What follows belongs to an exercise in optimizing a design on an open flow for small area, a short achievable clock period and few clock cycles per item; a production flow would make more cautious choices.
Where RTL was checked, it was by simulation tests only, not by an equivalence proof against the original.
The clock port is modelled as an ideal driver, which makes a skipped or thinned clock tree look cheaper than it is; a real chip needs a root buffer or a tree.

Setup of run 1:
// boron_enc
module boron_enc (
    input  clk, rst, start, input [63:0] plain_text, input [79:0] master_key,
    output reg done, output [63:0] cipher_text
);
export LEC_CHECK = 0
export CAP_MARGIN = 20
export CORE_MARGIN = 2
export CORE_UTILIZATION = 50
export SETUP_SLACK_MARGIN = 2.15
export SLEW_MARGIN = 20
create_clock -name core_clock -period 5.0 [get_ports {clk}]
standard.sh (not shown) runs the stock make flow with config.mk's settings and CLKGATE_MAP_FILE= SYNTH_SCRIPT=/design/flow/synth_recipe.tcl, a recipe that flattens the netlist after the stock synthesis.
==> flow/flow/run.sh <==
#!/bin/bash
# Standard layout with three changes:
#  - the design's boron_dp2 module (the next-state logic of two rounds) is replaced by
#    the same function mapped by hand to cells (dp_mapped.v, from gen/mkdp2.py);
#    the registers and the rest of the design go through the standard synthesis;
#  - smaller port buffers (ports.tcl);
#  - a clock tree with the same number of buffers to every register (cts.tcl).
set -euo pipefail
here=$(pwd)
python3 flow/subst.py design.v flow/dp_mapped.v > design_mapped.v 2> subst.log
args=("VERILOG_FILES=$here/design_mapped.v" "PRE_GLOBAL_PLACE_TCL=$here/flow/ports.tcl" "PRE_CTS_TCL=$here/flow/cts.tcl")
if [[ -f flow/extra.txt ]]; then while read -r l; do [[ -n "$l" ]] && args+=("$l"); done < flow/extra.txt; fi
bash standard.sh "${args[@]}" finish > standard.log 2>&1
Other scripts of this flow, unchanged in this note and not shown: flow/flow/cts.tcl, flow/flow/dp_mapped.v, flow/flow/extra.txt, flow/flow/ports.tcl, flow/flow/subst.py
Every stage of the flow completed for run 1, and the final layout passed the timing, design-rule and antenna checks.
## Diff of input files: run 2 against run 1
- CORE_UTILIZATION now 65, was 50
- SETUP_SLACK_MARGIN now 2.2, was 2.15
## What came out
Among run 1 and run 2, a clean, completed layout was produced by run 1 alone. Re mean instance size in the synthesized netlist: no difference whatsoever between run 1 and run 2. Compared to run 1, run 2 has starting density of the core 15 points higher. Diff run 1 -> run 2 | floorplan die height | decrease of 12%. Routability congestion estimate of run 2 exceeds that of run 1 by a few percent. The higher post-DP HPWL of run 1 and run 2 is in run 1.
Relative to run 2, the following input files were edited for run 3:
- SETUP_SLACK_MARGIN removed (was 2.2)
## What came out
- In the summary table, run 2 is marked failed, with error DPL-0038 raised in 5_1_grt.
- Run 3 reached the end of the flow, and the finished layout is clean on the timing, design-rule and antenna checks.
- Post-synthesis area per instance: run 3 vs run 2 identical
- Diff run 3..run 2 | fraction of synthesized cell area in xor and xnor cells | unchanged
- Re total nets after synthesis: no difference whatsoever between run 3 and run 2.
- Summary of the comparison: cell area after placement is lower in run 3, relative to run 2.
- Run 2 → run 3: post-place setup slack higher; placed wire-length estimate has decreased; post-CTS setup buffer count now sits lower.
Function was not checked in any run of this note: the RTL went through the layout flow alone. In run 1 and run 3 the design's own scripts or RTL, not TritonCTS, make the clock network.

* * *

Setup of run A:
boron_enc, a different RTL version from the one above (not shown whole).
Size in the first run: ~770 cells after synthesis, ~150 flip-flops, about 210 I/O pins, about 7600 µm² of cells after synthesis.
==> flow/config.mk <==
export PLATFORM = sky130hd
export DESIGN_NAME = boron_enc
export DESIGN_NICKNAME = boron_enc
export VERILOG_FILES = /design/flow/design.v
export SDC_FILE = /design/flow/constraint.sdc
export NUM_CORES = 4
export LEC_CHECK = 0
export CAP_MARGIN = 20
export CORE_MARGIN = 2
export CORE_UTILIZATION = 65
export SETUP_SLACK_MARGIN = 3.0
export SLEW_MARGIN = 20
==> flow/constraint.sdc <==
create_clock -name core_clock -period 5.0 [get_ports {clk}]
set_input_delay 1.0000 -clock core_clock [delete_from_list [all_inputs] [get_ports {clk}]]
set_output_delay 1.0000 -clock core_clock [all_outputs]
set_load 0.01 [all_outputs]
==> flow/flow/run.sh <==
#!/bin/bash
# Standard layout with three changes:
#  - the design's boron_dp module (the round's next-state logic) is replaced by
#    the same function mapped by hand to cells (dp_mapped.v, from gen/mkdp.py);
#    the registers and the rest of the design go through the standard synthesis;
#  - smaller port buffers (ports.tcl);
#  - a clock tree with the same number of buffers to every register (cts.tcl).
set -euo pipefail
here=$(pwd)
python3 flow/subst.py design.v flow/dp_mapped.v > design_mapped.v 2> subst.log
args=("VERILOG_FILES=$here/design_mapped.v" "PRE_GLOBAL_PLACE_TCL=$here/flow/ports.tcl" "PRE_CTS_TCL=$here/flow/cts.tcl")
if [[ -f flow/extra.txt ]]; then while read -r l; do [[ -n "$l" ]] && args+=("$l"); done < flow/extra.txt; fi
bash standard.sh "${args[@]}" finish > standard.log 2>&1
==> flow/flow/extra.txt <==
CTS_LEAF_LEVELS=3
CTS_ROOT_LEVELS=1
CTS_LEAF_CELL=sky130_fd_sc_hd__clkbuf_8
Other scripts of this flow, unchanged in this note and not shown: flow/flow/cts.tcl, flow/flow/dp_mapped.v, flow/flow/ports.tcl, flow/flow/subst.py
Testbench counts of run A, summed over its fixed seeds: cycles 9,992, items 384.
What run B does differently from run A at the input level:
Settings: a change of SETUP_SLACK_MARGIN from 3.0 to 3.07.
Findings:
The flow did not stop early for run B: all stages ran, and the layout cleared the timing, design-rule and antenna checks.
Diff run A -> run B: total global routing overflow closely matched the old numbers.
Any difference in final layout net count between run B and run A is small enough to ignore.
[inputs] run C vs run B
Settings: SETUP_SLACK_MARGIN: 3.07 -> 3.1.
==> flow/flow/extra.txt <==
CTS_LEAF_LEVELS=3
CTS_ROOT_LEVELS=2
CTS_LEAF_CELL=sky130_fd_sc_hd__clkbuf_8
==> summary.txt <==
Delta (run C minus run B): via count did not really move, layout-stage area growth over the synthesis result went up.
Run C gives less amount of wire on met3 after detailed routing than run B did.
In summary, run C completed successfully, with a layout that passed the timing, design-rule and antenna checks.
Looking at timing endpoint of the critical path, the cipher_text[49] result is from run C; the cipher_text[57] one comes from run B.
Run B and run C ended up with roughly the same global-route usage.
In every run of this note, the design's own scripts or RTL, not TritonCTS, make the clock network.

* * *

Setup of v23:
Starting RTL as in the previous note.
Settings: LEC_CHECK=0, CAP_MARGIN=20, CORE_MARGIN=2, CORE_UTILIZATION=65, SETUP_SLACK_MARGIN=2.9, SLEW_MARGIN=20; clock period 5.0 ns.
==> flow/flow/cts.tcl <==
# Clock tree built here instead of by TritonCTS. The flip-flops are split into
# 2^LEAF_LEVELS groups of equal size (alternately by median x and median y);
# each group gets a leaf buffer (CTS_LEAF_CELL, clkbuf_16 by default) at its centre. With ROOT_LEVELS > 0
# the leaf buffers are themselves split the same way into 2^ROOT_LEVELS groups,
# each driven by a clkbuf_16 root buffer; the clock port drives the roots (or
# the leaves). Every register sees the same number of buffers from the port.
set ::cts_leaf_levels [expr {[info exists ::env(CTS_LEAF_LEVELS)] ? $::env(CTS_LEAF_LEVELS) : 2}]
set ::cts_root_levels [expr {[info exists ::env(CTS_ROOT_LEVELS)] ? $::env(CTS_ROOT_LEVELS) : 0}]
set ::cts_leaf_cell [expr {[info exists ::env(CTS_LEAF_CELL)] ? $::env(CTS_LEAF_CELL) : "sky130_fd_sc_hd__clkbuf_16"}]
rename clock_tree_synthesis std_clock_tree_synthesis
proc split_sinks {sinks axis levels} {
  if {$levels == 0} { return [list $sinks] }
  set sorted [lsort -integer -index $axis $sinks]
  set half [expr {[llength $sorted] / 2}]
  set out {}
  foreach part [list [lrange $sorted 0 [expr {$half - 1}]] [lrange $sorted $half end]] {
    lappend out {*}[split_sinks $part [expr {1 - $axis}] [expr {$levels - 1}]]
  }
  return $out
}
proc drive_group {block master net_in g name} {
  set sx 0; set sy 0
  foreach s $g { incr sx [lindex $s 0]; incr sy [lindex $s 1] }
  set cnt [llength $g]
  set x [expr {$sx / $cnt}]
  set y [expr {$sy / $cnt}]
  set net [odb::dbNet_create $block "clknet_$name"]
  $net setSigType CLOCK
  set buf [odb::dbInst_create $block $master "clkbuf_$name"]
  $buf setLocation $x $y
  $buf setPlacementStatus PLACED
  [$buf findITerm A] connect $net_in
  [$buf findITerm X] connect $net
  foreach s $g {
    set it [lindex $s 2]
    $it disconnect
    $it connect $net
  }
  puts "clock buffer $name: $cnt sinks"
  return [list $x $y [$buf findITerm A]]
}
proc clock_tree_synthesis {args} {
  set block [ord::get_db_block]
  set master [[ord::get_db] findMaster sky130_fd_sc_hd__clkbuf_16]
  set leaf_master [[ord::get_db] findMaster $::cts_leaf_cell]
  set clk_net [$block findNet clk]
  set sinks {}
  foreach it [$clk_net getITerms] {
    set loc [[$it getInst] getLocation]
    lappend sinks [list [lindex $loc 0] [lindex $loc 1] $it]
  }
  set leaves {}
  set n 0
  foreach g [split_sinks $sinks 0 $::cts_leaf_levels] {
    lappend leaves [drive_group $block $leaf_master $clk_net $g "leaf_$n"]
    incr n
  }
  if {$::cts_root_levels > 0} {
    set n 0
    foreach g [split_sinks $leaves 0 $::cts_root_levels] {
      drive_group $block $master $clk_net $g "root_$n"
      incr n
    }
  }
  set_propagated_clock [all_clocks]
}
==> flow/flow/extra.txt <==
CTS_LEAF_LEVELS=3
CTS_ROOT_LEVELS=1
Scripts as last shown in full above: flow/flow/run.sh
Other scripts of this flow, unchanged in this note and not shown: flow/flow/dp_mapped.v, flow/flow/ports.tcl, flow/flow/subst.py
Testbench counts of v23, summed over its fixed seeds: cycles 9,992, items 384.
For v26, these inputs were changed with respect to v23:
# v23
export LEC_CHECK = 0
export CAP_MARGIN = 20
export CORE_MARGIN = 2
export CORE_UTILIZATION = 65
export SETUP_SLACK_MARGIN = 2.9
export SLEW_MARGIN = 20
create_clock -name core_clock -period 5.0 [get_ports {clk}]
# v26
export LEC_CHECK = 0
export CAP_MARGIN = 20
export CORE_MARGIN = 2
export CORE_UTILIZATION = 65
export SETUP_SLACK_MARGIN = 3.1
export SLEW_MARGIN = 20
create_clock -name core_clock -period 5.0 [get_ports {clk}]
--- a/flow/flow/cts.tcl
+++ b/flow/flow/cts.tcl
@@ -1,5 +1,5 @@
 # Clock tree built here instead of by TritonCTS. The flip-flops are split into
 # 2^LEAF_LEVELS groups of equal size (alternately by median x and median y);
-# each group gets a leaf buffer (CTS_LEAF_CELL, clkbuf_16 by default) at its centre. With ROOT_LEVELS > 0
+# each group gets a clkbuf_16 leaf buffer at its centre. With ROOT_LEVELS > 0
 # the leaf buffers are themselves split the same way into 2^ROOT_LEVELS groups,
 # each driven by a clkbuf_16 root buffer; the clock port drives the roots (or
@@ -7,5 +7,4 @@
 set ::cts_leaf_levels [expr {[info exists ::env(CTS_LEAF_LEVELS)] ? $::env(CTS_LEAF_LEVELS) : 2}]
 set ::cts_root_levels [expr {[info exists ::env(CTS_ROOT_LEVELS)] ? $::env(CTS_ROOT_LEVELS) : 0}]
-set ::cts_leaf_cell [expr {[info exists ::env(CTS_LEAF_CELL)] ? $::env(CTS_LEAF_CELL) : "sky130_fd_sc_hd__clkbuf_16"}]
 rename clock_tree_synthesis std_clock_tree_synthesis
 proc split_sinks {sinks axis levels} {
@@ -43,5 +42,4 @@
   set block [ord::get_db_block]
   set master [[ord::get_db] findMaster sky130_fd_sc_hd__clkbuf_16]
-  set leaf_master [[ord::get_db] findMaster $::cts_leaf_cell]
   set clk_net [$block findNet clk]
   set sinks {}
@@ -53,5 +51,5 @@
   set n 0
   foreach g [split_sinks $sinks 0 $::cts_leaf_levels] {
-    lappend leaves [drive_group $block $leaf_master $clk_net $g "leaf_$n"]
+    lappend leaves [drive_group $block $master $clk_net $g "leaf_$n"]
     incr n
   }
Notes after the runs:
Going from v23 to v26, total inserted antenna cells level; setup slack moved up; total routing usage reported by global routing moved up; critical path depth moved down; wire length moved up. Diff v23 -> v26: total vias in the final route now sits higher, cell area after layout now sits higher, routed length on met3 now sits higher. NOTE: growth of design area from synthesis to finish in v26 exceeds that of v23.
## Diff of input files: v47 against v26
# v26
export LEC_CHECK = 0
export CAP_MARGIN = 20
export CORE_MARGIN = 2
export CORE_UTILIZATION = 65
export SETUP_SLACK_MARGIN = 3.1
export SLEW_MARGIN = 20
create_clock -name core_clock -period 5.0 [get_ports {clk}]
# v47
export LEC_CHECK = 0
export CAP_MARGIN = 20
export CORE_MARGIN = 2
export CORE_UTILIZATION = 70
export SETUP_SLACK_MARGIN = 3.0
export SLEW_MARGIN = 20
create_clock -name core_clock -period 5.0 [get_ports {clk}]
--- a/flow/flow/cts.tcl
+++ b/flow/flow/cts.tcl
@@ -1,5 +1,5 @@
 # Clock tree built here instead of by TritonCTS. The flip-flops are split into
 # 2^LEAF_LEVELS groups of equal size (alternately by median x and median y);
-# each group gets a clkbuf_16 leaf buffer at its centre. With ROOT_LEVELS > 0
+# each group gets a leaf buffer (CTS_LEAF_CELL, clkbuf_16 by default) at its centre. With ROOT_LEVELS > 0
 # the leaf buffers are themselves split the same way into 2^ROOT_LEVELS groups,
 # each driven by a clkbuf_16 root buffer; the clock port drives the roots (or
@@ -7,4 +7,5 @@
 set ::cts_leaf_levels [expr {[info exists ::env(CTS_LEAF_LEVELS)] ? $::env(CTS_LEAF_LEVELS) : 2}]
 set ::cts_root_levels [expr {[info exists ::env(CTS_ROOT_LEVELS)] ? $::env(CTS_ROOT_LEVELS) : 0}]
+set ::cts_leaf_cell [expr {[info exists ::env(CTS_LEAF_CELL)] ? $::env(CTS_LEAF_CELL) : "sky130_fd_sc_hd__clkbuf_16"}]
 rename clock_tree_synthesis std_clock_tree_synthesis
 proc split_sinks {sinks axis levels} {
@@ -42,4 +43,5 @@
   set block [ord::get_db_block]
   set master [[ord::get_db] findMaster sky130_fd_sc_hd__clkbuf_16]
+  set leaf_master [[ord::get_db] findMaster $::cts_leaf_cell]
   set clk_net [$block findNet clk]
   set sinks {}
@@ -51,5 +53,5 @@
   set n 0
   foreach g [split_sinks $sinks 0 $::cts_leaf_levels] {
-    lappend leaves [drive_group $block $master $clk_net $g "leaf_$n"]
+    lappend leaves [drive_group $block $leaf_master $clk_net $g "leaf_$n"]
     incr n
   }
==> flow/flow/extra.txt <==
CTS_LEAF_LEVELS=3
CTS_ROOT_LEVELS=1
CTS_LEAF_CELL=sky130_fd_sc_hd__clkbuf_8
==> comparison <==
- v47 finished all stages; the layout is clean.
- When v47 is set beside v26, its post-CTS setup repair buffer count turns out to be 2 smaller.
- Detailed route wirelength on metal2, v47 vs v26: down by a few percent
- The lower sequential cell area share came out of v26.
No run of this note takes its clock network from TritonCTS; it comes from the design's own scripts or RTL.

* * *

== P ==
boron_enc again, from the RTL that the note above started with.
Design boron_enc, start of the top module:
module boron_enc (
    input  clk, rst, start, input [63:0] plain_text, input [79:0] master_key,
    output reg done, output [63:0] cipher_text
);
Settings: LEC_CHECK=0, CAP_MARGIN=20, CORE_MARGIN=2, CORE_UTILIZATION=65, SETUP_SLACK_MARGIN=3.1, SLEW_MARGIN=20; clock period 5.0 ns.
==> flow/flow/extra.txt <==
CTS_LEAF_LEVELS=3
CTS_ROOT_LEVELS=1
CTS_LEAF_CELL=sky130_fd_sc_hd__clkbuf_8
Scripts as last shown in full above: flow/flow/run.sh
Other scripts of this flow, unchanged in this note and not shown: flow/flow/cts.tcl, flow/flow/dp_mapped.v, flow/flow/ports.tcl, flow/flow/subst.py
P | stages: all done | timing, DRC, antenna: all pass
Testbench counts of P, summed over its fixed seeds: cycles 9,992, items 384.
The following lists how Q was set up differently from P:
- swapping 3.1 for 3.2 in SETUP_SLACK_MARGIN
Area added between synthesis and finish came out higher on Q than on P. P and Q ended up with nearly the same placed standard-cell area. Amount of wire on met2 after detailed routing was higher in the run labelled Q. Q: largest stage delay on the critical path lower than P. Via count normalized by instance count ended up 0.20 higher on Q than on P. Setup slack: Q more than P. Compare P and Q | placer congestion estimate higher: P. Taking P as the reference, in Q cell count grew by 58; shortest clock period the worst path allows after layout now smaller; sequential share of layout area now smaller.
Relative to Q, the following input files were edited for R:
- SETUP_SLACK_MARGIN: 3.2 -> 3.05
==> flow/flow/extra.txt <==
CTS_LEAF_LEVELS=3
CTS_ROOT_LEVELS=2
CTS_LEAF_CELL=sky130_fd_sc_hd__clkbuf_8
Q reports its capturing instance or port of the critical path as x[50]$_DFF_P_ while R reports cipher_text[12]. Compared to Q, the routing of R uses less wire. Reported for R and Q, number of inverters outside the clock class in the layout turned out identical to the last digit. Delta (R minus Q): fraction of area in multi-input gates +3.6 points. Area: R vs Q -> R smaller. Q → R: post-detailed-route via-to-cell ratio went down by about 4%; total number of vias went down by 584; worst-case setup margin in the final layout went down by 0.080 ns.
### R -> S
- swapping 3.05 for 3.1 in SETUP_SLACK_MARGIN
- swapping 65 for 82 in CORE_UTILIZATION
==> flow/flow/extra.txt <==
CTS_LEAF_LEVELS=2
CTS_ROOT_LEVELS=0
CTS_LEAF_CELL=sky130_fd_sc_hd__clkbuf_16
Findings:
- FAIL: S; every other run in R and S is clean
- S against R; post-placement cell area is down slightly.
- S ends up with a die height that is 12 um lower than in R.
- Final estimated routing congestion in global placement: S vs R up about 7%
- Worst slack at placement, R and S: larger value in R
- S against R: number of setup buffers added after CTS has increased, number of cell rows now smaller, synthesized cell count flat.
What T does differently from S at the input level:
- SETUP_SLACK_MARGIN changed from 3.1 to 3.15
- CORE_UTILIZATION changed from 82 to 65
==> flow/flow/extra.txt <==
CTS_LEAF_LEVELS=3
CTS_ROOT_LEVELS=2
CTS_LEAF_CELL=sky130_fd_sc_hd__clkbuf_8
--- outcome ---
Looking at buffer count from post-CTS setup fixing, T sits 1 above S.
Post-synthesis async set-or-reset flop share: T vs S identical
Comparing total placed instance area for S and T, the smaller number came from S.
T vs S — height of the die climbed by more than 10%
S -> T: post-synth net total delta 0, exact match
Changes observed in T relative to S: row count shows an increase of about 11%, post-detailed-placement half-perimeter wirelength moved down.
In the reports for S and T, the larger initial core utilization belongs to S.
T: all stages complete, timing, DRC and antenna checks passed
T vs. S: compound-cell area share of the yosys netlist stayed essentially flat; number of placed cells counting well taps increased by 33 relative to the old numbers; synthesized area held steady.
The clock cells of P, Q, R and T come from the design's own scripts or RTL, not from TritonCTS.

-- what the ideal ports hide --
Ports are ideal in the flow. The routed layouts listed here were re-timed in OpenROAD. Step 1 assumes that a clkbuf_16 drives the clock port and a buf_2 every other input. Step 2 adds t to the input delays and takes it off the output delays; t is the mean of the earliest and latest rising clock arrival at the registers after step 1. Input paths then give back, and output paths get back, about the clock's delay inside the block. a / b / c = no drivers / after step 1 / after step 2; a / b = the first two.
run	t (ns)	slack for setup (ns)	worst setup path after step 2	latest minus earliest clock arrival (ns)	pins driven straight from the clock port
run 1	0.378	1.895 / 1.895 / 1.895	register to register	0.010 / 0.009	2
run 3	0.373	1.479 / 1.479 / 1.479	register to register	0.014 / 0.014	2
run A	0.365	3.031 / 2.974 / 3.037	register to register	0.019 / 0.018	2
run B	0.368	3.089 / 3.031 / 3.127	register to register	0.014 / 0.015	2
run C	0.373	3.116 / 3.028 / 3.168	register to register	0.013 / 0.013	4
v23	0.358	2.956 / 2.956 / 2.956	register to register	0.014 / 0.014	2
v26	0.360	3.068 / 3.014 / 3.099	register to register	0.012 / 0.012	2
v47	0.363	2.990 / 2.974 / 2.990	register to register	0.009 / 0.009	2
P	0.367	3.095 / 3.038 / 3.169	register to register	0.015 / 0.015	2
Q	0.372	3.147 / 3.119 / 3.147	register to register	0.015 / 0.015	2
R	0.373	3.068 / 2.980 / 3.083	register to register	0.014 / 0.014	4
T	0.370	3.159 / 3.074 / 3.166	register to register	0.020 / 0.020	4
After both steps every run listed still meets setup and hold.
